This design comes from an exercise in tuning for small area, a short achievable clock period and few clock cycles per item on the open sky130 flow, not from production work.
No run shown here included a check of the RTL's function; only the layout flow was run.
Power is estimated from default activity; no workload was simulated.

<file path="flow/config.mk">
export PLATFORM = sky130hd
export DESIGN_NAME = dut
export DESIGN_NICKNAME = dut
export VERILOG_FILES = /design/flow/design.v
export SDC_FILE = /design/flow/constraint.sdc
export NUM_CORES = 4
export LEC_CHECK = 0
export CAP_MARGIN = 20
export CORE_MARGIN = 2
export CORE_UTILIZATION = 65
export CTS_BUF_LIST = sky130_fd_sc_hd__clkbuf_16
export CTS_CLUSTER_SIZE = 30
export PLACE_DENSITY = 0.75
export SETUP_SLACK_MARGIN = 3.75
export SLEW_MARGIN = 20
</file>
<file path="flow/constraint.sdc">
create_clock -name core_clock -period 7.5 [get_ports {clk}]
set_input_delay 1.5000 -clock core_clock [delete_from_list [all_inputs] [get_ports {clk}]]
set_output_delay 1.5000 -clock core_clock [all_outputs]
set_load 0.01 [all_outputs]
</file>
<file path="flow/design.v">
`timescale 1ns/1ps
module dut #(
    parameter int DATAW = 16
)(
    input  wire                 clk,
    input  wire                 rst_n,
    input  wire                 in_valid,
    output wire                 in_ready,
    input  wire signed [DATAW-1:0] in_data,
    output reg                  out_valid,
    input  wire                 out_ready,
    output wire signed [2*DATAW-1:0] out_data
);
    reg         v1;         
    reg  [15:0] a1;         
    wire        en2 = !out_valid || out_ready;    
    wire        en1 = !v1 || en2;                 
    assign in_ready = en1;
    wire        s    = in_data[15];
    wire [15:0] z;    
    assign z[0] = 1'b0;
    genvar gi;
    generate for (gi = 0; gi < 15; gi = gi + 1) begin : g_abs
        assign z[gi+1] = z[gi] | (s & in_data[gi]);
    end endgenerate
    wire [15:0] absx = in_data ^ z;
    always @(posedge clk or negedge rst_n) begin
        if (!rst_n) begin
            v1        <= 1'b0;
            out_valid <= 1'b0;
        end else begin
            if (en1) v1 <= in_valid;
            if (en2) out_valid <= v1;
        end
    end
    always @(posedge clk) begin
        if (in_valid && en1) a1 <= absx;
    end
    wire [14:0] m = a1[14:0];
    wire pp_0_1 = m[0] & m[1];
    wire pp_0_2 = m[0] & m[2];
    wire pp_0_3 = m[0] & m[3];
    wire pp_0_4 = m[0] & m[4];
    wire pp_0_5 = m[0] & m[5];
    wire pp_0_6 = m[0] & m[6];
    wire pp_0_7 = m[0] & m[7];
    wire pp_0_8 = m[0] & m[8];
    wire pp_0_9 = m[0] & m[9];
    wire pp_0_10 = m[0] & m[10];
    wire pp_0_11 = m[0] & m[11];
    wire pp_0_12 = m[0] & m[12];
    wire pp_0_13 = m[0] & m[13];
    wire pp_0_14 = m[0] & m[14];
    wire pp_1_2 = m[1] & m[2];
    wire pp_1_3 = m[1] & m[3];
    wire pp_1_4 = m[1] & m[4];
    wire pp_1_5 = m[1] & m[5];
    wire pp_1_6 = m[1] & m[6];
    wire pp_1_7 = m[1] & m[7];
    wire pp_1_8 = m[1] & m[8];
    wire pp_1_9 = m[1] & m[9];
    wire pp_1_10 = m[1] & m[10];
    wire pp_1_11 = m[1] & m[11];
    wire pp_1_12 = m[1] & m[12];
    wire pp_1_13 = m[1] & m[13];
    wire pp_1_14 = m[1] & m[14];
    wire pp_2_3 = m[2] & m[3];
    wire pp_2_4 = m[2] & m[4];
    wire pp_2_5 = m[2] & m[5];
    wire pp_2_6 = m[2] & m[6];
    wire pp_2_7 = m[2] & m[7];
    wire pp_2_8 = m[2] & m[8];
    wire pp_2_9 = m[2] & m[9];
    wire pp_2_10 = m[2] & m[10];
    wire pp_2_11 = m[2] & m[11];
    wire pp_2_12 = m[2] & m[12];
    wire pp_2_13 = m[2] & m[13];
    wire pp_2_14 = m[2] & m[14];
    wire pp_3_4 = m[3] & m[4];
    wire pp_3_5 = m[3] & m[5];
    wire pp_3_6 = m[3] & m[6];
    wire pp_3_7 = m[3] & m[7];
    wire pp_3_8 = m[3] & m[8];
    wire pp_3_9 = m[3] & m[9];
    wire pp_3_10 = m[3] & m[10];
    wire pp_3_11 = m[3] & m[11];
    wire pp_3_12 = m[3] & m[12];
    wire pp_3_13 = m[3] & m[13];
    wire pp_3_14 = m[3] & m[14];
    wire pp_4_5 = m[4] & m[5];
    wire pp_4_6 = m[4] & m[6];
    wire pp_4_7 = m[4] & m[7];
    wire pp_4_8 = m[4] & m[8];
    wire pp_4_9 = m[4] & m[9];
    wire pp_4_10 = m[4] & m[10];
    wire pp_4_11 = m[4] & m[11];
    wire pp_4_12 = m[4] & m[12];
    wire pp_4_13 = m[4] & m[13];
    wire pp_4_14 = m[4] & m[14];
    wire pp_5_6 = m[5] & m[6];
    wire pp_5_7 = m[5] & m[7];
    wire pp_5_8 = m[5] & m[8];
    wire pp_5_9 = m[5] & m[9];
    wire pp_5_10 = m[5] & m[10];
    wire pp_5_11 = m[5] & m[11];
    wire pp_5_12 = m[5] & m[12];
    wire pp_5_13 = m[5] & m[13];
    wire pp_5_14 = m[5] & m[14];
    wire pp_6_7 = m[6] & m[7];
    wire pp_6_8 = m[6] & m[8];
    wire pp_6_9 = m[6] & m[9];
    wire pp_6_10 = m[6] & m[10];
    wire pp_6_11 = m[6] & m[11];
    wire pp_6_12 = m[6] & m[12];
    wire pp_6_13 = m[6] & m[13];
    wire pp_6_14 = m[6] & m[14];
    wire pp_7_8 = m[7] & m[8];
    wire pp_7_9 = m[7] & m[9];
    wire pp_7_10 = m[7] & m[10];
    wire pp_7_11 = m[7] & m[11];
    wire pp_7_12 = m[7] & m[12];
    wire pp_7_13 = m[7] & m[13];
    wire pp_7_14 = m[7] & m[14];
    wire pp_8_9 = m[8] & m[9];
    wire pp_8_10 = m[8] & m[10];
    wire pp_8_11 = m[8] & m[11];
    wire pp_8_12 = m[8] & m[12];
    wire pp_8_13 = m[8] & m[13];
    wire pp_8_14 = m[8] & m[14];
    wire pp_9_10 = m[9] & m[10];
    wire pp_9_11 = m[9] & m[11];
    wire pp_9_12 = m[9] & m[12];
    wire pp_9_13 = m[9] & m[13];
    wire pp_9_14 = m[9] & m[14];
    wire pp_10_11 = m[10] & m[11];
    wire pp_10_12 = m[10] & m[12];
    wire pp_10_13 = m[10] & m[13];
    wire pp_10_14 = m[10] & m[14];
    wire pp_11_12 = m[11] & m[12];
    wire pp_11_13 = m[11] & m[13];
    wire pp_11_14 = m[11] & m[14];
    wire pp_12_13 = m[12] & m[13];
    wire pp_12_14 = m[12] & m[14];
    wire pp_13_14 = m[13] & m[14];
    wire hs0 = pp_0_11 ^ pp_1_10;
    wire hc0 = pp_0_11 & pp_1_10;
    wire hs1 = pp_0_12 ^ pp_1_11;
    wire hc1 = pp_0_12 & pp_1_11;
    wire fs2 = pp_0_13 ^ pp_1_12 ^ pp_2_11;
    wire fc2 = (pp_0_13 & pp_1_12) | (pp_0_13 & pp_2_11) | (pp_1_12 & pp_2_11);
    wire hs3 = pp_3_10 ^ pp_4_9;
    wire hc3 = pp_3_10 & pp_4_9;
    wire fs4 = pp_0_14 ^ pp_1_13 ^ pp_2_12;
    wire fc4 = (pp_0_14 & pp_1_13) | (pp_0_14 & pp_2_12) | (pp_1_13 & pp_2_12);
    wire hs5 = pp_3_11 ^ pp_4_10;
    wire hc5 = pp_3_11 & pp_4_10;
    wire fs6 = pp_1_14 ^ pp_2_13 ^ pp_3_12;
    wire fc6 = (pp_1_14 & pp_2_13) | (pp_1_14 & pp_3_12) | (pp_2_13 & pp_3_12);
    wire fs7 = pp_4_11 ^ pp_5_10 ^ pp_6_9;
    wire fc7 = (pp_4_11 & pp_5_10) | (pp_4_11 & pp_6_9) | (pp_5_10 & pp_6_9);
    wire fs8 = pp_2_14 ^ pp_3_13 ^ pp_4_12;
    wire fc8 = (pp_2_14 & pp_3_13) | (pp_2_14 & pp_4_12) | (pp_3_13 & pp_4_12);
    wire fs9 = pp_3_14 ^ pp_4_13 ^ pp_5_12;
    wire fc9 = (pp_3_14 & pp_4_13) | (pp_3_14 & pp_5_12) | (pp_4_13 & pp_5_12);
    wire hs10 = pp_0_7 ^ pp_1_6;
    wire hc10 = pp_0_7 & pp_1_6;
    wire hs11 = pp_0_8 ^ pp_1_7;
    wire hc11 = pp_0_8 & pp_1_7;
    wire fs12 = pp_0_9 ^ pp_1_8 ^ pp_2_7;
    wire fc12 = (pp_0_9 & pp_1_8) | (pp_0_9 & pp_2_7) | (pp_1_8 & pp_2_7);
    wire hs13 = pp_3_6 ^ pp_4_5;
    wire hc13 = pp_3_6 & pp_4_5;
    wire fs14 = pp_0_10 ^ pp_1_9 ^ pp_2_8;
    wire fc14 = (pp_0_10 & pp_1_9) | (pp_0_10 & pp_2_8) | (pp_1_9 & pp_2_8);
    wire hs15 = pp_3_7 ^ pp_4_6;
    wire hc15 = pp_3_7 & pp_4_6;
    wire fs16 = hs0 ^ pp_2_9 ^ pp_3_8;
    wire fc16 = (hs0 & pp_2_9) | (hs0 & pp_3_8) | (pp_2_9 & pp_3_8);
    wire fs17 = pp_4_7 ^ pp_5_6 ^ m[6];
    wire fc17 = (pp_4_7 & pp_5_6) | (pp_4_7 & m[6]) | (pp_5_6 & m[6]);
    wire fs18 = hc0 ^ hs1 ^ pp_2_10;
    wire fc18 = (hc0 & hs1) | (hc0 & pp_2_10) | (hs1 & pp_2_10);
    wire fs19 = pp_3_9 ^ pp_4_8 ^ pp_5_7;
    wire fc19 = (pp_3_9 & pp_4_8) | (pp_3_9 & pp_5_7) | (pp_4_8 & pp_5_7);
    wire fs20 = hc1 ^ fs2 ^ hs3;
    wire fc20 = (hc1 & fs2) | (hc1 & hs3) | (fs2 & hs3);
    wire fs21 = pp_5_8 ^ pp_6_7 ^ m[7];
    wire fc21 = (pp_5_8 & pp_6_7) | (pp_5_8 & m[7]) | (pp_6_7 & m[7]);
    wire fs22 = fc2 ^ hc3 ^ fs4;
    wire fc22 = (fc2 & hc3) | (fc2 & fs4) | (hc3 & fs4);
    wire fs23 = hs5 ^ pp_5_9 ^ pp_6_8;
    wire fc23 = (hs5 & pp_5_9) | (hs5 & pp_6_8) | (pp_5_9 & pp_6_8);
    wire fs24 = fc4 ^ hc5 ^ fs6;
    wire fc24 = (fc4 & hc5) | (fc4 & fs6) | (hc5 & fs6);
    wire fs25 = fs7 ^ pp_7_8 ^ m[8];
    wire fc25 = (fs7 & pp_7_8) | (fs7 & m[8]) | (pp_7_8 & m[8]);
    wire fs26 = fc6 ^ fc7 ^ fs8;
    wire fc26 = (fc6 & fc7) | (fc6 & fs8) | (fc7 & fs8);
    wire fs27 = pp_5_11 ^ pp_6_10 ^ pp_7_9;
    wire fc27 = (pp_5_11 & pp_6_10) | (pp_5_11 & pp_7_9) | (pp_6_10 & pp_7_9);
    wire fs28 = fc8 ^ fs9 ^ pp_6_11;
    wire fc28 = (fc8 & fs9) | (fc8 & pp_6_11) | (fs9 & pp_6_11);
    wire fs29 = pp_7_10 ^ pp_8_9 ^ m[9];
    wire fc29 = (pp_7_10 & pp_8_9) | (pp_7_10 & m[9]) | (pp_8_9 & m[9]);
    wire fs30 = fc9 ^ pp_4_14 ^ pp_5_13;
    wire fc30 = (fc9 & pp_4_14) | (fc9 & pp_5_13) | (pp_4_14 & pp_5_13);
    wire fs31 = pp_6_12 ^ pp_7_11 ^ pp_8_10;
    wire fc31 = (pp_6_12 & pp_7_11) | (pp_6_12 & pp_8_10) | (pp_7_11 & pp_8_10);
    wire fs32 = pp_5_14 ^ pp_6_13 ^ pp_7_12;
    wire fc32 = (pp_5_14 & pp_6_13) | (pp_5_14 & pp_7_12) | (pp_6_13 & pp_7_12);
    wire fs33 = pp_8_11 ^ pp_9_10 ^ m[10];
    wire fc33 = (pp_8_11 & pp_9_10) | (pp_8_11 & m[10]) | (pp_9_10 & m[10]);
    wire fs34 = pp_6_14 ^ pp_7_13 ^ pp_8_12;
    wire fc34 = (pp_6_14 & pp_7_13) | (pp_6_14 & pp_8_12) | (pp_7_13 & pp_8_12);
    wire fs35 = pp_7_14 ^ pp_8_13 ^ pp_9_12;
    wire fc35 = (pp_7_14 & pp_8_13) | (pp_7_14 & pp_9_12) | (pp_8_13 & pp_9_12);
    wire hs36 = pp_0_5 ^ pp_1_4;
    wire hc36 = pp_0_5 & pp_1_4;
    wire hs37 = pp_0_6 ^ pp_1_5;
    wire hc37 = pp_0_6 & pp_1_5;
    wire fs38 = hs10 ^ pp_2_5 ^ pp_3_4;
    wire fc38 = (hs10 & pp_2_5) | (hs10 & pp_3_4) | (pp_2_5 & pp_3_4);
    wire fs39 = hc10 ^ hs11 ^ pp_2_6;
    wire fc39 = (hc10 & hs11) | (hc10 & pp_2_6) | (hs11 & pp_2_6);
    wire fs40 = hc11 ^ fs12 ^ hs13;
    wire fc40 = (hc11 & fs12) | (hc11 & hs13) | (fs12 & hs13);
    wire fs41 = fc12 ^ hc13 ^ fs14;
    wire fc41 = (fc12 & hc13) | (fc12 & fs14) | (hc13 & fs14);
    wire fs42 = fc14 ^ hc15 ^ fs16;
    wire fc42 = (fc14 & hc15) | (fc14 & fs16) | (hc15 & fs16);
    wire fs43 = fc16 ^ fc17 ^ fs18;
    wire fc43 = (fc16 & fc17) | (fc16 & fs18) | (fc17 & fs18);
    wire fs44 = fc18 ^ fc19 ^ fs20;
    wire fc44 = (fc18 & fc19) | (fc18 & fs20) | (fc19 & fs20);
    wire fs45 = fc20 ^ fc21 ^ fs22;
    wire fc45 = (fc20 & fc21) | (fc20 & fs22) | (fc21 & fs22);
    wire fs46 = fc22 ^ fc23 ^ fs24;
    wire fc46 = (fc22 & fc23) | (fc22 & fs24) | (fc23 & fs24);
    wire fs47 = fc24 ^ fc25 ^ fs26;
    wire fc47 = (fc24 & fc25) | (fc24 & fs26) | (fc25 & fs26);
    wire fs48 = fc26 ^ fc27 ^ fs28;
    wire fc48 = (fc26 & fc27) | (fc26 & fs28) | (fc27 & fs28);
    wire fs49 = fc28 ^ fc29 ^ fs30;
    wire fc49 = (fc28 & fc29) | (fc28 & fs30) | (fc29 & fs30);
    wire fs50 = fc30 ^ fc31 ^ fs32;
    wire fc50 = (fc30 & fc31) | (fc30 & fs32) | (fc31 & fs32);
    wire fs51 = fc32 ^ fc33 ^ fs34;
    wire fc51 = (fc32 & fc33) | (fc32 & fs34) | (fc33 & fs34);
    wire fs52 = fc34 ^ fs35 ^ pp_10_11;
    wire fc52 = (fc34 & fs35) | (fc34 & pp_10_11) | (fs35 & pp_10_11);
    wire fs53 = fc35 ^ pp_8_14 ^ pp_9_13;
    wire fc53 = (fc35 & pp_8_14) | (fc35 & pp_9_13) | (pp_8_14 & pp_9_13);
    wire fs54 = pp_9_14 ^ pp_10_13 ^ pp_11_12;
    wire fc54 = (pp_9_14 & pp_10_13) | (pp_9_14 & pp_11_12) | (pp_10_13 & pp_11_12);
    wire hs55 = pp_0_3 ^ pp_1_2;
    wire hc55 = pp_0_3 & pp_1_2;
    wire hs56 = pp_0_4 ^ pp_1_3;
    wire hc56 = pp_0_4 & pp_1_3;
    wire fs57 = hs36 ^ pp_2_3 ^ m[3];
    wire fc57 = (hs36 & pp_2_3) | (hs36 & m[3]) | (pp_2_3 & m[3]);
    wire fs58 = hc36 ^ hs37 ^ pp_2_4;
    wire fc58 = (hc36 & hs37) | (hc36 & pp_2_4) | (hs37 & pp_2_4);
    wire fs59 = hc37 ^ fs38 ^ m[4];
    wire fc59 = (hc37 & fs38) | (hc37 & m[4]) | (fs38 & m[4]);
    wire fs60 = fc38 ^ fs39 ^ pp_3_5;
    wire fc60 = (fc38 & fs39) | (fc38 & pp_3_5) | (fs39 & pp_3_5);
    wire fs61 = fc39 ^ fs40 ^ m[5];
    wire fc61 = (fc39 & fs40) | (fc39 & m[5]) | (fs40 & m[5]);
    wire fs62 = fc40 ^ fs41 ^ hs15;
    wire fc62 = (fc40 & fs41) | (fc40 & hs15) | (fs41 & hs15);
    wire fs63 = fc41 ^ fs42 ^ fs17;
    wire fc63 = (fc41 & fs42) | (fc41 & fs17) | (fs42 & fs17);
    wire fs64 = fc42 ^ fs43 ^ fs19;
    wire fc64 = (fc42 & fs43) | (fc42 & fs19) | (fs43 & fs19);
    wire fs65 = fc43 ^ fs44 ^ fs21;
    wire fc65 = (fc43 & fs44) | (fc43 & fs21) | (fs44 & fs21);
    wire fs66 = fc44 ^ fs45 ^ fs23;
    wire fc66 = (fc44 & fs45) | (fc44 & fs23) | (fs45 & fs23);
    wire fs67 = fc45 ^ fs46 ^ fs25;
    wire fc67 = (fc45 & fs46) | (fc45 & fs25) | (fs46 & fs25);
    wire fs68 = fc46 ^ fs47 ^ fs27;
    wire fc68 = (fc46 & fs47) | (fc46 & fs27) | (fs47 & fs27);
    wire fs69 = fc47 ^ fs48 ^ fs29;
    wire fc69 = (fc47 & fs48) | (fc47 & fs29) | (fs48 & fs29);
    wire fs70 = fc48 ^ fs49 ^ fs31;
    wire fc70 = (fc48 & fs49) | (fc48 & fs31) | (fs49 & fs31);
    wire fs71 = fc49 ^ fs50 ^ fs33;
    wire fc71 = (fc49 & fs50) | (fc49 & fs33) | (fs50 & fs33);
    wire fs72 = fc50 ^ fs51 ^ pp_9_11;
    wire fc72 = (fc50 & fs51) | (fc50 & pp_9_11) | (fs51 & pp_9_11);
    wire fs73 = fc51 ^ fs52 ^ m[11];
    wire fc73 = (fc51 & fs52) | (fc51 & m[11]) | (fs52 & m[11]);
    wire fs74 = fc52 ^ fs53 ^ pp_10_12;
    wire fc74 = (fc52 & fs53) | (fc52 & pp_10_12) | (fs53 & pp_10_12);
    wire fs75 = fc53 ^ fs54 ^ m[12];
    wire fc75 = (fc53 & fs54) | (fc53 & m[12]) | (fs54 & m[12]);
    wire fs76 = fc54 ^ pp_10_14 ^ pp_11_13;
    wire fc76 = (fc54 & pp_10_14) | (fc54 & pp_11_13) | (pp_10_14 & pp_11_13);
    wire fs77 = pp_11_14 ^ pp_12_13 ^ m[13];
    wire fc77 = (pp_11_14 & pp_12_13) | (pp_11_14 & m[13]) | (pp_12_13 & m[13]);
    wire [29:0] ra = {1'b0, pp_13_14, fc77, fc76, fc75, fc74, fc73, fc72, fc71, fc70, fc69, fc68, fc67, fc66, fc65, fc64, fc63, fc62, fc61, fc60, fc59, fc58, fc57, hc56, hc55, hs55, pp_0_2, pp_0_1, 1'b0, m[0]};
    wire [29:0] rb = {1'b0, m[14], pp_12_14, fs77, fs76, fs75, fs74, fs73, fs72, fs71, fs70, fs69, fs68, fs67, fs66, fs65, fs64, fs63, fs62, fs61, fs60, fs59, fs58, fs57, hs56, m[2], 1'b0, m[1], 1'b0, 1'b0};
    reg f_r;    
    reg [29:0] s_r;    
    reg [7:0] g_r;    
    wire [8:0] bs0 = {1'b0, ra[7:0]} + {1'b0, rb[7:0]};
    wire [3:0] bs1 = {1'b0, ra[10:8]} + {1'b0, rb[10:8]};
    wire [3:0] bs2 = {1'b0, ra[13:11]} + {1'b0, rb[13:11]};
    wire [3:0] bs3 = {1'b0, ra[16:14]} + {1'b0, rb[16:14]};
    wire [3:0] bs4 = {1'b0, ra[19:17]} + {1'b0, rb[19:17]};
    wire [3:0] bs5 = {1'b0, ra[22:20]} + {1'b0, rb[22:20]};
    wire [3:0] bs6 = {1'b0, ra[25:23]} + {1'b0, rb[25:23]};
    wire [3:0] bs7 = {1'b0, ra[28:26]} + {1'b0, rb[28:26]};
    wire [1:0] bs8 = {1'b0, ra[29:29]} + {1'b0, rb[29:29]};
    always @(posedge clk) begin
        if (v1 && en2) begin
            f_r <= a1[15];
            s_r[7:0] <= bs0[7:0];
            g_r[0] <= bs0[8];
            s_r[10:8] <= bs1[2:0];
            g_r[1] <= bs1[3];
            s_r[13:11] <= bs2[2:0];
            g_r[2] <= bs2[3];
            s_r[16:14] <= bs3[2:0];
            g_r[3] <= bs3[3];
            s_r[19:17] <= bs4[2:0];
            g_r[4] <= bs4[3];
            s_r[22:20] <= bs5[2:0];
            g_r[5] <= bs5[3];
            s_r[25:23] <= bs6[2:0];
            g_r[6] <= bs6[3];
            s_r[28:26] <= bs7[2:0];
            g_r[7] <= bs7[3];
            s_r[29:29] <= bs8[0:0];
        end
    end
    wire bp1 = &s_r[10:8];
    wire bp2 = &s_r[13:11];
    wire bp3 = &s_r[16:14];
    wire bp4 = &s_r[19:17];
    wire bp5 = &s_r[22:20];
    wire bp6 = &s_r[25:23];
    wire bp7 = &s_r[28:26];
    wire pg0 = g_r[1] | (bp1 & g_r[0]);
    wire pg1 = g_r[3] | (bp3 & g_r[2]);
    wire pp1 = bp3 & bp2;
    wire pg2 = g_r[2] | (bp2 & pg0);
    wire pg3 = pg1 | (pp1 & pg0);
    wire pg4 = g_r[5] | (bp5 & g_r[4]);
    wire pp4 = bp5 & bp4;
    wire pg5 = g_r[7] | (bp7 & g_r[6]);
    wire pp5 = bp7 & bp6;
    wire pg6 = g_r[6] | (bp6 & pg4);
    wire pp6 = bp6 & pp4;
    wire pg7 = pg5 | (pp5 & pg4);
    wire pp7 = pp5 & pp4;
    wire pg8 = g_r[4] | (bp4 & pg3);
    wire pg9 = pg4 | (pp4 & pg3);
    wire pg10 = pg6 | (pp6 & pg3);
    wire pg11 = pg7 | (pp7 & pg3);
    wire [29:0] sq;
    assign sq[7:0] = s_r[7:0];
    assign sq[8] = s_r[8] ^ (g_r[0]);
    assign sq[9] = s_r[9] ^ (g_r[0] & s_r[8]);
    assign sq[10] = s_r[10] ^ (g_r[0] & s_r[8] & s_r[9]);
    assign sq[11] = s_r[11] ^ (pg0);
    assign sq[12] = s_r[12] ^ (pg0 & s_r[11]);
    assign sq[13] = s_r[13] ^ (pg0 & s_r[11] & s_r[12]);
    assign sq[14] = s_r[14] ^ (pg2);
    assign sq[15] = s_r[15] ^ (pg2 & s_r[14]);
    assign sq[16] = s_r[16] ^ (pg2 & s_r[14] & s_r[15]);
    assign sq[17] = s_r[17] ^ (pg3);
    assign sq[18] = s_r[18] ^ (pg3 & s_r[17]);
    assign sq[19] = s_r[19] ^ (pg3 & s_r[17] & s_r[18]);
    assign sq[20] = s_r[20] ^ (pg8);
    assign sq[21] = s_r[21] ^ (pg8 & s_r[20]);
    assign sq[22] = s_r[22] ^ (pg8 & s_r[20] & s_r[21]);
    assign sq[23] = s_r[23] ^ (pg9);
    assign sq[24] = s_r[24] ^ (pg9 & s_r[23]);
    assign sq[25] = s_r[25] ^ (pg9 & s_r[23] & s_r[24]);
    assign sq[26] = s_r[26] ^ (pg10);
    assign sq[27] = s_r[27] ^ (pg10 & s_r[26]);
    assign sq[28] = s_r[28] ^ (pg10 & s_r[26] & s_r[27]);
    assign sq[29] = s_r[29] ^ (pg11);
    assign out_data = {1'b0, f_r, sq[29:2], 1'b0, sq[0]};
endmodule
</file>
<file path="flow/flow/run.sh">
#!/bin/bash
# Own layout flow: the standard ORFS flow with two changes.
#  1. After the standard synthesis, flow/polarity.py picks the polarity of
#     each full adder (self-dual) and simple gate so that the inverters Yosys's
#     extract_fa leaves around full adders go away.  Registers, ports and the
#     function are unchanged.
#  2. The port buffers that buffer_ports inserts are sky130_fd_sc_hd__buf_1
#     instead of its default (the slow clkdlybuf4s50_1 delay buffer).
# Each step writes its full output to a log file in this folder.
set -euo pipefail
RES=$PWD/orfs/results/${FLOW_PLATFORM}/dut/base
bash standard.sh synth > standard_synth.log 2>&1
cp $RES/1_2_yosys.v synth_standard.v
python3 flow/polarity.py $FLOW_HOME/platforms/sky130hd/lib/sky130_fd_sc_hd__tt_025C_1v80.lib \
    synth_standard.v $RES/1_2_yosys.v > polarity.log 2>&1
rm -f $RES/1_synth.odb $RES/1_synth.sdc
export BUFFER_PORTS_ARGS="-buffer_cell sky130_fd_sc_hd__buf_1"
bash standard.sh finish > standard_finish.log 2>&1
</file>
<file path="flow/flow/polarity.py">
#!/usr/bin/env python3
"""Polarity clean-up of a flat Yosys gate netlist (sky130hd).

Yosys's extract_fa often wraps full adders in inverters on every input and
output (a full adder is self-dual: FA(~a,~b,~c) = ~FA(a,b,c)).  This script
chooses, for every full adder / majority cell, whether to use it in true or
complemented form, and for every simple gate whether to use it or its
complement (and2 <-> nand2, o21a <-> o21ai, ...), so that the inverters the
netlist needs, and the cell area, are smallest.  Every signal keeps its
function; registers, ports and their nets are untouched.

usage: polarity.py LIBERTY IN.v OUT.v
"""
import re, sys, random

lib, src, dst = sys.argv[1:4]

# ---- cell areas from the liberty
areas = {}
for m in re.finditer(r'cell\s*\(\s*"?(sky130_fd_sc_hd__\w+)"?\s*\)\s*\{', open(lib).read()):
    pass
libtxt = open(lib).read()
for m in re.finditer(r'cell\s*\(\s*"?(sky130_fd_sc_hd__\w+)"?\s*\)\s*\{(.*?)\barea\s*:\s*([\d.]+)', libtxt, re.S):
    areas[m.group(1)] = float(m.group(3))

P = 'sky130_fd_sc_hd__'
OUTPINS = {'X', 'Y', 'Q', 'Q_N', 'SUM', 'COUT', 'HI', 'LO'}
SELFDUAL = {'fa': ['A', 'B', 'CIN'], 'maj3': ['A', 'B', 'C']}
PAIRS = [('and2', 'nand2'), ('and3', 'nand3'), ('and4', 'nand4'), ('or2', 'nor2'),
         ('or3', 'nor3'), ('or4', 'nor4'), ('xor2', 'xnor2'), ('xor3', 'xnor3'),
         ('and2b', 'nand2b'), ('or2b', 'nor2b'), ('and3b', 'nand3b'), ('or3b', 'nor3b'),
         ('and4b', 'nand4b'), ('or4b', 'nor4b'), ('and4bb', 'nand4bb'), ('or4bb', 'nor4bb'),
         ('a21o', 'a21oi'), ('o21a', 'o21ai'), ('a211o', 'a211oi'), ('o211a', 'o211ai'),
         ('a22o', 'a22oi'), ('o22a', 'o22ai'), ('a31o', 'a31oi'), ('o31a', 'o31ai'),
         ('a32o', 'a32oi'), ('o32a', 'o32ai'), ('a41o', 'a41oi'), ('o41a', 'o41ai'),
         ('a221o', 'a221oi'), ('o221a', 'o221ai'), ('a311o', 'a311oi'), ('o311a', 'o311ai'),
         ('a2111o', 'a2111oi'), ('o2111a', 'o2111ai'), ('a21bo', 'a21boi'), ('o21ba', 'o21bai'),
         ('a2bb2o', 'a2bb2oi'), ('o2bb2a', 'o2bb2ai'), ('mux2', 'mux2i')]
COMP = {}
for a, b in PAIRS:
    COMP[a] = b; COMP[b] = a

def base_drive(t):
    m = re.fullmatch(P + r'(\w+?)_(\d+)', t)
    return (m.group(1), m.group(2)) if m else (None, None)

def complement(t):
    b, d = base_drive(t)
    if b not in COMP:
        return None
    c = COMP[b]
    if P + c + '_' + d in areas:
        return P + c + '_' + d
    # nearest available drive
    opts = sorted((int(re.search(r'_(\d+)$', n).group(1)), n) for n in areas
                  if re.fullmatch(P + c + r'_\d+', n))
    for dd, n in opts:
        if dd >= max(1, int(d)):
            return n
    return opts[-1][1] if opts else None

text = open(src).read()
mod = re.search(r'module\s+(\w+)\s*\((.*?)\);(.*)endmodule', text, re.S)
body = mod.group(3)
outports = set()
for m in re.finditer(r'^\s*output\s+(\[(\d+):(\d+)\]\s*)?(\S+?);', body, re.M):
    if m.group(1):
        hi, lo = int(m.group(2)), int(m.group(3))
        for i in range(min(hi, lo), max(hi, lo) + 1):
            outports.add(f'{m.group(4)}[{i}]')
    else:
        outports.add(m.group(4))

cellre = re.compile(r'^\s*(sky130_fd_sc_hd__\w+)\s+(\S+)\s*\((.*?)\);', re.S | re.M)
cells = []
for m in cellre.finditer(body):
    pins = [(p, n.strip()) for p, n in re.findall(r'\.(\w+)\(([^()]*)\)', m.group(3))]
    cells.append({'type': m.group(1), 'name': m.group(2), 'pins': pins, 'span': m.span()})
assert 'assign' not in body, 'netlist has assign statements'

def is_inv(c):
    b, _ = base_drive(c['type'])
    return b in ('inv', 'clkinv')

driver = {}
for i, c in enumerate(cells):
    for p, n in c['pins']:
        if p in OUTPINS:
            driver[n] = (i, p)

# inverters treated as inverters: those whose output is not a port net
invcell = set()
for i, c in enumerate(cells):
    if is_inv(c):
        out = dict(c['pins'])['Y']
        if out not in outports:
            invcell.add(i)

def root(n):
    q = 0
    seen = 0
    while n in driver and driver[n][0] in invcell:
        n = dict(cells[driver[n][0]]['pins'])['A']
        q ^= 1
        seen += 1
        assert seen < 100
    return n, q

# flippable cells
kind = {}
for i, c in enumerate(cells):
    if i in invcell:
        continue
    b, _ = base_drive(c['type'])
    outs = [n for p, n in c['pins'] if p in OUTPINS]
    if any(o in outports for o in outs):
        continue
    if b in SELFDUAL:
        kind[i] = 'sd'
    elif complement(c['type']):
        kind[i] = 'gate'

# loads: (cell index, pin, root, parity)
loads = []
for i, c in enumerate(cells):
    if i in invcell:
        continue
    for p, n in c['pins']:
        if p in OUTPINS:
            continue
        r, q = root(n)
        loads.append([i, p, r, q])
# output ports as loads (only if their net is driven through a removable inverter)
for o in outports:
    r, q = root(o)
    if r != o:
        loads.append([-1, o, r, q])

roots_loads = {}
for k, l in enumerate(loads):
    roots_loads.setdefault(l[2], []).append(k)
cell_inroots = {}
for k, l in enumerate(loads):
    if l[0] >= 0:
        cell_inroots.setdefault(l[0], set()).add(l[2])
cell_outroots = {}
for r in roots_loads:
    if r in driver and driver[r][0] not in invcell:
        cell_outroots.setdefault(driver[r][0], set()).add(r)

flip = {i: 0 for i in kind}
INV = areas[P + 'inv_1']

def eff(k):
    i, p, r, q = loads[k]
    e = q
    if i >= 0 and kind.get(i) == 'sd' and p in SELFDUAL[base_drive(cells[i]['type'])[0]]:
        e ^= flip[i]
    if r in driver:
        d = driver[r][0]
        if d in flip:
            e ^= flip[d]
    return e

def root_cost(r):
    return INV if any(eff(k) for k in roots_loads.get(r, [])) else 0.0

def cell_area(i):
    t = cells[i]['type']
    if kind.get(i) == 'gate' and flip[i]:
        t = complement(t)
    return areas[t]

def affected(i):
    s = set(cell_outroots.get(i, ()))
    if kind[i] == 'sd':
        s |= cell_inroots.get(i, set())
    return s

def total():
    return sum(root_cost(r) for r in roots_loads) + sum(cell_area(i) for i in kind)

before = total()
rng = random.Random(1)
order = list(kind)

def move_delta(i):
    rs = affected(i)
    c0 = sum(root_cost(r) for r in rs) + cell_area(i)
    flip[i] ^= 1
    c1 = sum(root_cost(r) for r in rs) + cell_area(i)
    flip[i] ^= 1
    return c1 - c0

# simulated annealing over single flips, then greedy descent; keep the best
cur = before
best = cur
best_flip = dict(flip)
steps = 200 * len(order) if order else 0
T0, T1 = 3.0, 0.02
for k in range(steps):
    T = T0 * (T1 / T0) ** (k / max(1, steps - 1))
    i = order[rng.randrange(len(order))]
    d = move_delta(i)
    if d <= 0 or rng.random() < pow(2.718281828, -d / T):
        flip[i] ^= 1
        cur += d
        if cur < best - 1e-9:
            best = cur
            best_flip = dict(flip)
flip.update(best_flip)
improved = True
while improved:
    improved = False
    for i in order:
        if move_delta(i) < -1e-9:
            flip[i] ^= 1
            improved = True
after = total()

# ---- rebuild
def fmt(n):
    return n + ' ' if n.startswith('\\') else n

newwires = []
neg_net = {}
newcells = []
ninv = 0
for r in roots_loads:
    if any(eff(k) for k in roots_loads[r]):
        nm = f'pol_n{ninv}'
        ninv += 1
        neg_net[r] = nm
        newwires.append(nm)
        newcells.append(f'  {P}inv_1 pol_inv{ninv} (\n    .A({fmt(r)}),\n    .Y({nm})\n  );\n')
conn = {}
portfix = []
for k, l in enumerate(loads):
    i, p, r, q = l
    net = neg_net[r] if eff(k) else r
    if i >= 0:
        conn[(i, p)] = net
    else:
        # output port net: drive it with a buffer from the right polarity
        portfix.append((p, net))
for p, net in portfix:
    newcells.append(f'  {P}buf_1 pol_obuf_{len(newcells)} (\n    .A({fmt(net)}),\n    .X({fmt(p)})\n  );\n')

def render(i, c):
    t = c['type']
    if kind.get(i) == 'gate' and flip[i]:
        t = complement(t)
    parts = []
    for p, n in c['pins']:
        if p in OUTPINS:
            if kind.get(i) == 'gate' and flip[i]:
                p = 'Y' if p == 'X' else 'X'
            parts.append(f'    .{p}({fmt(n)})')
        else:
            parts.append(f'    .{p}({fmt(conn[(i, p)])})')
    return f'  {t} {c["name"]} (\n' + ',\n'.join(parts) + '\n  );\n'

out = []
pos = 0
for i, c in enumerate(cells):
    s, e = c['span']
    out.append(body[pos:s])
    if i not in invcell:
        out.append(render(i, c).rstrip('\n').lstrip('\n'))
    pos = e
out.append(body[pos:])
newbody = ''.join(out)
decl = ''.join(f'  wire {w};\n' for w in newwires)
newbody = decl + newbody.rstrip() + '\n' + ''.join(newcells)
res = text[:mod.start(3)] + newbody + '\nendmodule' + text[mod.end():]
open(dst, 'w').write(res)
nflip = sum(flip.values())
print(f'polarity: {len(invcell)} inverters before, {ninv} after; {nflip} cells flipped '
      f'({sum(1 for i in flip if flip[i] and kind[i]=="sd")} self-dual); '
      f'{len(portfix)} port buffers; area of inverters+flippable {before:.1f} -> {after:.1f}')
</file>
<file path="flow/standard.sh">
#!/bin/bash
# synth_recipe.tcl (not shown) runs the flow's synth.tcl, then flattens the netlist and writes it again
# the make line also repeats each setting of config.mk as NAME=value (left out here)
make -C /OpenROAD-flow-scripts/flow DESIGN_CONFIG=/design/flow/config.mk WORK_HOME=/design/flow/orfs CLKGATE_MAP_FILE= SYNTH_SCRIPT=/design/flow/synth_recipe.tcl "${@:-finish}"
</file>
==> results of run 1 <==
==> cell type report <==
| type | count | area share |
|---|---|---|
| Inverter | 28 | 0.01743 |
| Tap cell | 105 | 0.02179 |
| Clock inverter | 3 | 0.004566 |
| Timing Repair Buffer | 84 | 0.07410 |
| Clock buffer | 5 | 0.02076 |
| Multi-Input combinational cell | 358 | 0.5890 |
| Sequential cell | 55 | 0.2723 |
==> worst max-delay path, stage by stage (launching register included) <==
cell	delay (ns)
edfxtp_1	0.53
buf_6	0.15
nand2_1	0.07
fa_2	0.56
inv_1	0.06
fa_2	0.53
fa_1	0.43
fa_1	0.42
ha_2	0.21
fa_1	0.35
inv_1	0.08
xnor2_1	0.07
==> registers in the layout, summed over array words and instances (netlist names) <==
register   flops
out_valid      1
a1            16
v1             1
f_r            1
g_r            8
s_r           28
==> how the worst max path moves through the flow <==
stage | to | start | depth (start not counted) | slack (ns)
after CTS | out_data[22] | s_r[12] | 8 | 3.75
final | s_r[19] | a1[2] | 11 | 3.80
after detailed placement | s_r[16] | a1[11] | 9 | 3.57
after global routing | s_r[19] | a1[2] | 11 | 3.67
after floorplan | s_r[16] | a1[13] | 10 | 3.76
after global placement | s_r[16] | a1[11] | 9 | 3.66
==> power breakdown <==
| group | switching [W] | internal [W] |
|---|---|---|
| logic | 0.000470 | 0.000417 |
| clock network | 0.000117 | 0.000128 |
| registers | 0.0000633 | 0.000483 |
| total | 0.000651 | 0.00103 |
==> layer usage <==
| layer | global-route usage | wire, µm | up-vias |
|---|---|---|---|
| met5 | 0 | 0 | - |
| met4 | 0.06522 | 129 | 0 |
| met3 | 0.03874 | 347 | 11 |
| met2 | 0.3903 | 4856 | 67 |
| met1 | 0.3128 | 4315 | 1733 |
| li1 | - | - | 1677 |
==> stage by stage <==
step | cells | setup slack [ns] | power (W)
4_1_cts | 626 | 3.754 | 0.001681
5_1_grt | 638 | 3.671 | 0.001850
6_report | 638 | 3.802 | 0.001679
2_1_floorplan | 469 | 3.756 | 0.001208
3_3_place_gp | 598 | 3.663 | 0.001362
3_5_place_dp | 598 | 3.572 | 0.001414
==> what timing repair did <==
item,CTS,global route
gates cloned,0,0
hold buffers,0,0
buffers inserted,20,12
endpoints found under the setup margin,14,11
pin swaps,2,6
resized for setup,2,16
==> flow_metrics.env, run 1 <==
export IMPL_status="finished clean"
export IMPL_grt_overflow_total=0
export IMPL_post_route_util=0.7411
export IMPL_gp_congestion=0.8284
export IMPL_fill_cells=576
export IMPL_hp_start="a1[15]"
export IMPL_grt_pass1_wl_mm=16.01
export IMPL_maxSlewHeadroom=0.5395
export IMPL_coreArea_um2=8134
export IMPL_reg2reg_from="a1[2]"
export IMPL_cp_arrival_ns=3.76
export IMPL_chipWidth_um=95.14
export IMPL_mostFrequentLayoutCell="and2_1"
export IMPL_r2r_cells=11
export IMPL_drv_slew=0
export IMPL_holdWs_ns=0.4415
export IMPL_reg2reg_slack_ns=3.80
export IMPL_max_clock_path_buffers=2
export IMPL_setup_violations=0
export IMPL_die_height_um=95.14
export IMPL_hold_end="f_r"
export IMPL_start_util=0.6637
export IMPL_crit_type="reg2reg"
export IMPL_port_buffers=51
export IMPL_syn2layout_area_growth_pct=11.66
export IMPL_hold_viol=0
export IMPL_cts_tree="done"
export IMPL_cts_sinks=55
export IMPL_grt_pass1_vias=3562
export IMPL_finalInstanceArea_um2=6028
export IMPL_worstSetupStartpointType="flop"
export IMPL_synthCells=468
export IMPL_htree_levels=2
export IMPL_p_leak_nw=2.705
export IMPL_std_cell_rows=33
export IMPL_drv_cap=0
export IMPL_min_period_ns=3.698
export IMPL_dr_pass1_iters=5
export IMPL_crit_path_max_fanout=7
export IMPL_p_per_area_nw_per_um2=278.5
export IMPL_cts_root_buffer="clkbuf_16"
export IMPL_antenna_found_initial=0
export IMPL_insertedDiodeCount=0
export IMPL_dpl_cell_area_um2=5587
export IMPL_worstMarginPinSlew_ns=0.6907
export IMPL_wl_mm=9.648
export IMPL_grt_start_max_net_pins=25
export IMPL_required_ns=7.56
export IMPL_finalCritPeriodShare=0.4931
export IMPL_layout_drive_gt1_share=0.1126
export IMPL_syn_area_um2=5399
export IMPL_r2r_end="s_r[19]"
export IMPL_path_clk_slew_ns=0.08
export IMPL_num_vias=3488
export IMPL_grt_util_all_layers=0.2318
export IMPL_fmaxAchievable_ghz=0.2704
export IMPL_dieArea_um2=9051
export IMPL_insertion_delay_ns=0.30
export IMPL_ir_drop_mv=0.1131
export IMPL_grt_setup_unrepaired="yes"
export IMPL_cts_made_buffers=5
export IMPL_io_pins=54
export IMPL_endpoint_kind="flop"
export IMPL_nNetsFinal=676
export IMPL_synth_warnings=1
export IMPL_mostFrequentLayoutCells="and2_1, fa_1, ha_1"
export IMPL_dp_hpwl_mm=6.995
export IMPL_worstHoldPathCells=0
export IMPL_multiInputGateArea_um2=3551
export IMPL_drt_iter0_drc=180
export IMPL_routedWlPerCell_um=15.12
export IMPL_setup_tns_ns=0
export IMPL_synth_area_per_cell_um2=11.54
export IMPL_viasPerCell=5.467
export IMPL_regArea_um2=1642
export IMPL_finalClockSkew_ns=0.008503
export IMPL_hp_class="reg2reg"
export IMPL_ant_nets=0
export IMPL_drc=0
==> inputs of run 2 (changes only) <==
--- a/flow/design.v
+++ b/flow/design.v
@@ -17,13 +17,7 @@
     wire        en1 = !v1 || en2;                 
     assign in_ready = en1;
     wire        s    = in_data[15];
-    wire [15:0] z;    
-    assign z[0] = 1'b0;
-    genvar gi;
-    generate for (gi = 0; gi < 15; gi = gi + 1) begin : g_abs
-        assign z[gi+1] = z[gi] | (s & in_data[gi]);
-    end endgenerate
-    wire [15:0] absx = in_data ^ z;
+    wire [15:0] absx = ({16{s}} ^ in_data) + {15'd0, s};
     always @(posedge clk or negedge rst_n) begin
         if (!rst_n) begin
             v1        <= 1'b0;
@@ -303,44 +297,44 @@
     reg f_r;    
     reg [29:0] s_r;    
     reg [7:0] g_r;    
-    wire [8:0] bs0 = {1'b0, ra[7:0]} + {1'b0, rb[7:0]};
-    wire [3:0] bs1 = {1'b0, ra[10:8]} + {1'b0, rb[10:8]};
-    wire [3:0] bs2 = {1'b0, ra[13:11]} + {1'b0, rb[13:11]};
-    wire [3:0] bs3 = {1'b0, ra[16:14]} + {1'b0, rb[16:14]};
-    wire [3:0] bs4 = {1'b0, ra[19:17]} + {1'b0, rb[19:17]};
-    wire [3:0] bs5 = {1'b0, ra[22:20]} + {1'b0, rb[22:20]};
-    wire [3:0] bs6 = {1'b0, ra[25:23]} + {1'b0, rb[25:23]};
-    wire [3:0] bs7 = {1'b0, ra[28:26]} + {1'b0, rb[28:26]};
-    wire [1:0] bs8 = {1'b0, ra[29:29]} + {1'b0, rb[29:29]};
+    wire [6:0] bs0 = {1'b0, ra[5:0]} + {1'b0, rb[5:0]};
+    wire [3:0] bs1 = {1'b0, ra[8:6]} + {1'b0, rb[8:6]};
+    wire [3:0] bs2 = {1'b0, ra[11:9]} + {1'b0, rb[11:9]};
+    wire [3:0] bs3 = {1'b0, ra[14:12]} + {1'b0, rb[14:12]};
+    wire [3:0] bs4 = {1'b0, ra[17:15]} + {1'b0, rb[17:15]};
+    wire [3:0] bs5 = {1'b0, ra[20:18]} + {1'b0, rb[20:18]};
+    wire [3:0] bs6 = {1'b0, ra[23:21]} + {1'b0, rb[23:21]};
+    wire [3:0] bs7 = {1'b0, ra[26:24]} + {1'b0, rb[26:24]};
+    wire [3:0] bs8 = {1'b0, ra[29:27]} + {1'b0, rb[29:27]};
     always @(posedge clk) begin
         if (v1 && en2) begin
             f_r <= a1[15];
-            s_r[7:0] <= bs0[7:0];
-            g_r[0] <= bs0[8];
-            s_r[10:8] <= bs1[2:0];
+            s_r[5:0] <= bs0[5:0];
+            g_r[0] <= bs0[6];
+            s_r[8:6] <= bs1[2:0];
             g_r[1] <= bs1[3];
-            s_r[13:11] <= bs2[2:0];
+            s_r[11:9] <= bs2[2:0];
             g_r[2] <= bs2[3];
-            s_r[16:14] <= bs3[2:0];
+            s_r[14:12] <= bs3[2:0];
             g_r[3] <= bs3[3];
-            s_r[19:17] <= bs4[2:0];
+            s_r[17:15] <= bs4[2:0];
             g_r[4] <= bs4[3];
-            s_r[22:20] <= bs5[2:0];
+            s_r[20:18] <= bs5[2:0];
             g_r[5] <= bs5[3];
-            s_r[25:23] <= bs6[2:0];
+            s_r[23:21] <= bs6[2:0];
             g_r[6] <= bs6[3];
-            s_r[28:26] <= bs7[2:0];
+            s_r[26:24] <= bs7[2:0];
             g_r[7] <= bs7[3];
-            s_r[29:29] <= bs8[0:0];
+            s_r[29:27] <= bs8[2:0];
         end
     end
-    wire bp1 = &s_r[10:8];
-    wire bp2 = &s_r[13:11];
-    wire bp3 = &s_r[16:14];
-    wire bp4 = &s_r[19:17];
-    wire bp5 = &s_r[22:20];
-    wire bp6 = &s_r[25:23];
-    wire bp7 = &s_r[28:26];
+    wire bp1 = &s_r[8:6];
+    wire bp2 = &s_r[11:9];
+    wire bp3 = &s_r[14:12];
+    wire bp4 = &s_r[17:15];
+    wire bp5 = &s_r[20:18];
+    wire bp6 = &s_r[23:21];
+    wire bp7 = &s_r[26:24];
     wire pg0 = g_r[1] | (bp1 & g_r[0]);
     wire pg1 = g_r[3] | (bp3 & g_r[2]);
     wire pp1 = bp3 & bp2;
@@ -359,28 +353,30 @@
     wire pg10 = pg6 | (pp6 & pg3);
     wire pg11 = pg7 | (pp7 & pg3);
     wire [29:0] sq;
-    assign sq[7:0] = s_r[7:0];
-    assign sq[8] = s_r[8] ^ (g_r[0]);
-    assign sq[9] = s_r[9] ^ (g_r[0] & s_r[8]);
-    assign sq[10] = s_r[10] ^ (g_r[0] & s_r[8] & s_r[9]);
-    assign sq[11] = s_r[11] ^ (pg0);
-    assign sq[12] = s_r[12] ^ (pg0 & s_r[11]);
-    assign sq[13] = s_r[13] ^ (pg0 & s_r[11] & s_r[12]);
-    assign sq[14] = s_r[14] ^ (pg2);
-    assign sq[15] = s_r[15] ^ (pg2 & s_r[14]);
-    assign sq[16] = s_r[16] ^ (pg2 & s_r[14] & s_r[15]);
-    assign sq[17] = s_r[17] ^ (pg3);
-    assign sq[18] = s_r[18] ^ (pg3 & s_r[17]);
-    assign sq[19] = s_r[19] ^ (pg3 & s_r[17] & s_r[18]);
-    assign sq[20] = s_r[20] ^ (pg8);
-    assign sq[21] = s_r[21] ^ (pg8 & s_r[20]);
-    assign sq[22] = s_r[22] ^ (pg8 & s_r[20] & s_r[21]);
-    assign sq[23] = s_r[23] ^ (pg9);
-    assign sq[24] = s_r[24] ^ (pg9 & s_r[23]);
-    assign sq[25] = s_r[25] ^ (pg9 & s_r[23] & s_r[24]);
-    assign sq[26] = s_r[26] ^ (pg10);
-    assign sq[27] = s_r[27] ^ (pg10 & s_r[26]);
-    assign sq[28] = s_r[28] ^ (pg10 & s_r[26] & s_r[27]);
-    assign sq[29] = s_r[29] ^ (pg11);
+    assign sq[5:0] = s_r[5:0];
+    assign sq[6] = s_r[6] ^ (g_r[0]);
+    assign sq[7] = s_r[7] ^ (g_r[0] & s_r[6]);
+    assign sq[8] = s_r[8] ^ (g_r[0] & s_r[6] & s_r[7]);
+    assign sq[9] = s_r[9] ^ (pg0);
+    assign sq[10] = s_r[10] ^ (pg0 & s_r[9]);
+    assign sq[11] = s_r[11] ^ (pg0 & s_r[9] & s_r[10]);
+    assign sq[12] = s_r[12] ^ (pg2);
+    assign sq[13] = s_r[13] ^ (pg2 & s_r[12]);
+    assign sq[14] = s_r[14] ^ (pg2 & s_r[12] & s_r[13]);
+    assign sq[15] = s_r[15] ^ (pg3);
+    assign sq[16] = s_r[16] ^ (pg3 & s_r[15]);
+    assign sq[17] = s_r[17] ^ (pg3 & s_r[15] & s_r[16]);
+    assign sq[18] = s_r[18] ^ (pg8);
+    assign sq[19] = s_r[19] ^ (pg8 & s_r[18]);
+    assign sq[20] = s_r[20] ^ (pg8 & s_r[18] & s_r[19]);
+    assign sq[21] = s_r[21] ^ (pg9);
+    assign sq[22] = s_r[22] ^ (pg9 & s_r[21]);
+    assign sq[23] = s_r[23] ^ (pg9 & s_r[21] & s_r[22]);
+    assign sq[24] = s_r[24] ^ (pg10);
+    assign sq[25] = s_r[25] ^ (pg10 & s_r[24]);
+    assign sq[26] = s_r[26] ^ (pg10 & s_r[24] & s_r[25]);
+    assign sq[27] = s_r[27] ^ (pg11);
+    assign sq[28] = s_r[28] ^ (pg11 & s_r[27]);
+    assign sq[29] = s_r[29] ^ (pg11 & s_r[27] & s_r[28]);
     assign out_data = {1'b0, f_r, sq[29:2], 1'b0, sq[0]};
 endmodule
--- a/flow/config.mk
+++ b/flow/config.mk
@@ -8,8 +8,7 @@
 export CAP_MARGIN = 20
 export CORE_MARGIN = 2
 export CORE_UTILIZATION = 65
-export CTS_BUF_LIST = sky130_fd_sc_hd__clkbuf_16
-export CTS_CLUSTER_SIZE = 30
+export CTS_BUF_LIST = sky130_fd_sc_hd__clkbuf_8
 export PLACE_DENSITY = 0.75
-export SETUP_SLACK_MARGIN = 3.75
+export SETUP_SLACK_MARGIN = 3.6
 export SLEW_MARGIN = 20
==> flow_metrics.env, run 2 <==
export IMPL_hp_class="reg2reg"
export IMPL_cp_common_cell="a41o_1"
export IMPL_drv_slew=0
export IMPL_cts_sinks=56
export IMPL_crit_type="reg2out"
export IMPL_crit_buf_inv=1
export IMPL_top_layer_used="met4"
export IMPL_status="finished clean"
export IMPL_std_cell_rows=34
export IMPL_fmaxAchievable_ghz=0.2524
export IMPL_holdBufCountCts=0
export IMPL_start_util=0.6621
export IMPL_wl_met2_mm=4.794
export IMPL_synthCells=491
export IMPL_coreArea_um2=8636
export IMPL_syn2layout_area_growth_pct=10.63
export IMPL_max_clock_path_buffers=2
export IMPL_dr_pass1_iters=4
export IMPL_layout_drive_gt1_share=0.1034
export IMPL_finalClockSkew_ns=0.005974
export IMPL_io_pins=54
export IMPL_grt_setup_unrepaired="yes"
export IMPL_drt_iter0_drc=110
export IMPL_grt_util_all_layers=0.2195
export IMPL_worstSetupStartpointType="flop"
export IMPL_pre_cts_ws_ns=3.160
export IMPL_p_leak_nw=2.900
export IMPL_dp_cells=625
export IMPL_antenna_found_initial=0
export IMPL_min_period_ns=3.962
export IMPL_dieArea_um2=9563
export IMPL_maxSlewHeadroom=0.3942
export IMPL_grt_start_max_net_pins=39
export IMPL_fill_cells=614
export IMPL_critPathSlowestCell="edfxtp_1"
export IMPL_viasPerCell=5.449
export IMPL_path_clk_slew_ns=0.10
export IMPL_port_buffers=51
export IMPL_dr_wl_met3_um=206
export IMPL_mostFrequentLayoutCells="and2_1, fa_1, ha_1, edfxtp_1, buf_1"
export IMPL_instances_no_fill=659
export IMPL_path_cells="a41o_1 -> a41o_1 -> a41o_1 -> a31o_4 -> a41o_1 -> ha_2 -> ha_4 -> xor2_1 -> buf_2"
export IMPL_ant_nets=0
export IMPL_p_per_area_nw_per_um2=281.7
export IMPL_grt_pass1_wl_mm=17.11
export IMPL_endpoint_kind="primary output"
export IMPL_regArea_um2=1672
export IMPL_dp_hpwl_mm=7.370
export IMPL_grt_overflow_total=0
export IMPL_synth_area_per_cell_um2=11.65
export IMPL_htree_levels=2
export IMPL_ir_drop_mv=0.1136
export IMPL_cp_arrival_ns=2.46
export IMPL_crit_path_max_fanout=3
export IMPL_r2r_cells=10
export IMPL_chipWidth_um=97.79
export IMPL_path_delay_family="compound AO/OA/AOI/OAI gates"
export IMPL_reg_top3="s_r: 29 flops, a1: 16 flops, g_r: 8 flops"
export IMPL_finalCritPeriodShare=0.5283
export IMPL_regMostFlops="s_r"
export IMPL_drc=0
export IMPL_largest_reg_flops=29
export IMPL_drt_met1_wl_mm=4.649
export IMPL_worstHoldPathCells=0
export IMPL_grt_pass1_vias=3775
export IMPL_cts_made_buffers=5
export IMPL_gp_congestion=0.8089
export IMPL_synth_warnings=1
export IMPL_max_stage_delay_ns=0.41
export IMPL_wl_mm=9.741
export IMPL_setup_tns_ns=0
export IMPL_required_ns=6.00
export IMPL_mostFrequentLayoutCell="and2_1"
export IMPL_insertion_delay_ns=0.31
export IMPL_hold_viol=0
export IMPL_cp_depth=9
export IMPL_routedWlPerCell_um=14.78
export IMPL_num_vias=3591
export IMPL_setup_slack_ns=3.538
export IMPL_post_route_util=0.7325
export IMPL_drv_cap=0
export IMPL_nNetsFinal=698
export IMPL_worstMarginPinSlew_ns=0.9088
export IMPL_cts_tree="done"
export IMPL_syn_area_um2=5718
export IMPL_cts_root_buffer="clkbuf_8"
export IMPL_die_height_um=97.79
export IMPL_setup_violations=0
export IMPL_insertedDiodeCount=0
export IMPL_multiInputGateArea_um2=3869
-- run 2: repair_timing --
item                       in CTS  in global routing
resized for setup              16                 14
pin swaps                       9                  2
setup endpoints to repair      15                 14
cloned                          0                  0
setup buffers                   6                 20
hold endpoints to repair        0                  0
-- run 2: final cells by class --
class / instances / share of cell area
Clock buffer: 5 / 0.01088
Clock inverter: 3 / 0.006725
Inverter: 30 / 0.01780
Multi-Input combinational cell: 380 / 0.6116
Sequential cell: 56 / 0.2642
Tap cell: 108 / 0.02136
Timing Repair Buffer: 77 / 0.06744
-- run 2: per-stage QoR --
step / hold slack [ns] / instance area [µm²] / power [W]
after global routing: 0.4660 / 6326 / 0.001969
after CTS: 0.4451 / 6118 / 0.001748
after floorplan: 0.4003 / 5722 / 0.001277
after detailed placement: 0.4059 / 5901 / 0.001512
final: 0.4459 / 6326 / 0.001782
after global placement: 0.4211 / 5901 / 0.001452
-- run 2: metal layers --
layer | global-route usage | vias up
met4 | 0.04701 | 0
li1 | - | 1768
met1 | 0.3106 | 1764
met3 | 0.02863 | 8
met5 | 0 | -
met2 | 0.3708 | 51
-- run 2: power by group --
group / internal (W) / switching, W
logic: 0.000501 / 0.000517
clock network: 0.0000990 / 0.0000995
registers: 0.000499 / 0.0000661
-- run 2: worst paths after layout --
check                      startpoint            to  slack (ns)
min reg2reg                    a1[15]           f_r        0.45
min                            a1[15]           f_r        0.45
max in group asynchronous       rst_n     out_valid        6.42
min in group asynchronous       rst_n            v1        0.95
max reg2reg                     a1[6]       s_r[20]        3.70
max                            g_r[0]  out_data[29]        3.54

## static timing again, ports no longer ideal
The results above use ideal ports. As a check the final layouts listed here were re-extracted and re-timed, cells and wires unchanged.
Step 1: set_driving_cell puts a clkbuf_16 on clk and a buf_2 on each other input, an assumption about the parent block.
Step 2 times the ports against the registers' clock, not the clock port: input delays grow and output delays shrink by t, the midpoint of the rising clock arrivals with the driver on.
a / b / c = ideal ports / drivers / drivers and shift; a / b = the first two.
run | shift t [ns] | setup WS [ns] | worst setup path after step 2 | slew at the worst register clock pin (ns) | worst data-port slew with drivers (ns)
run 1 | 0.333 | 3.802 / 3.802 / 3.802 | register to register | 0.08 / 0.08 | 0.03
run 2 | 0.339 | 3.538 / 3.504 / 3.591 | input to register | 0.10 / 0.10 | 0.03
After both steps every run listed still meets setup and hold.
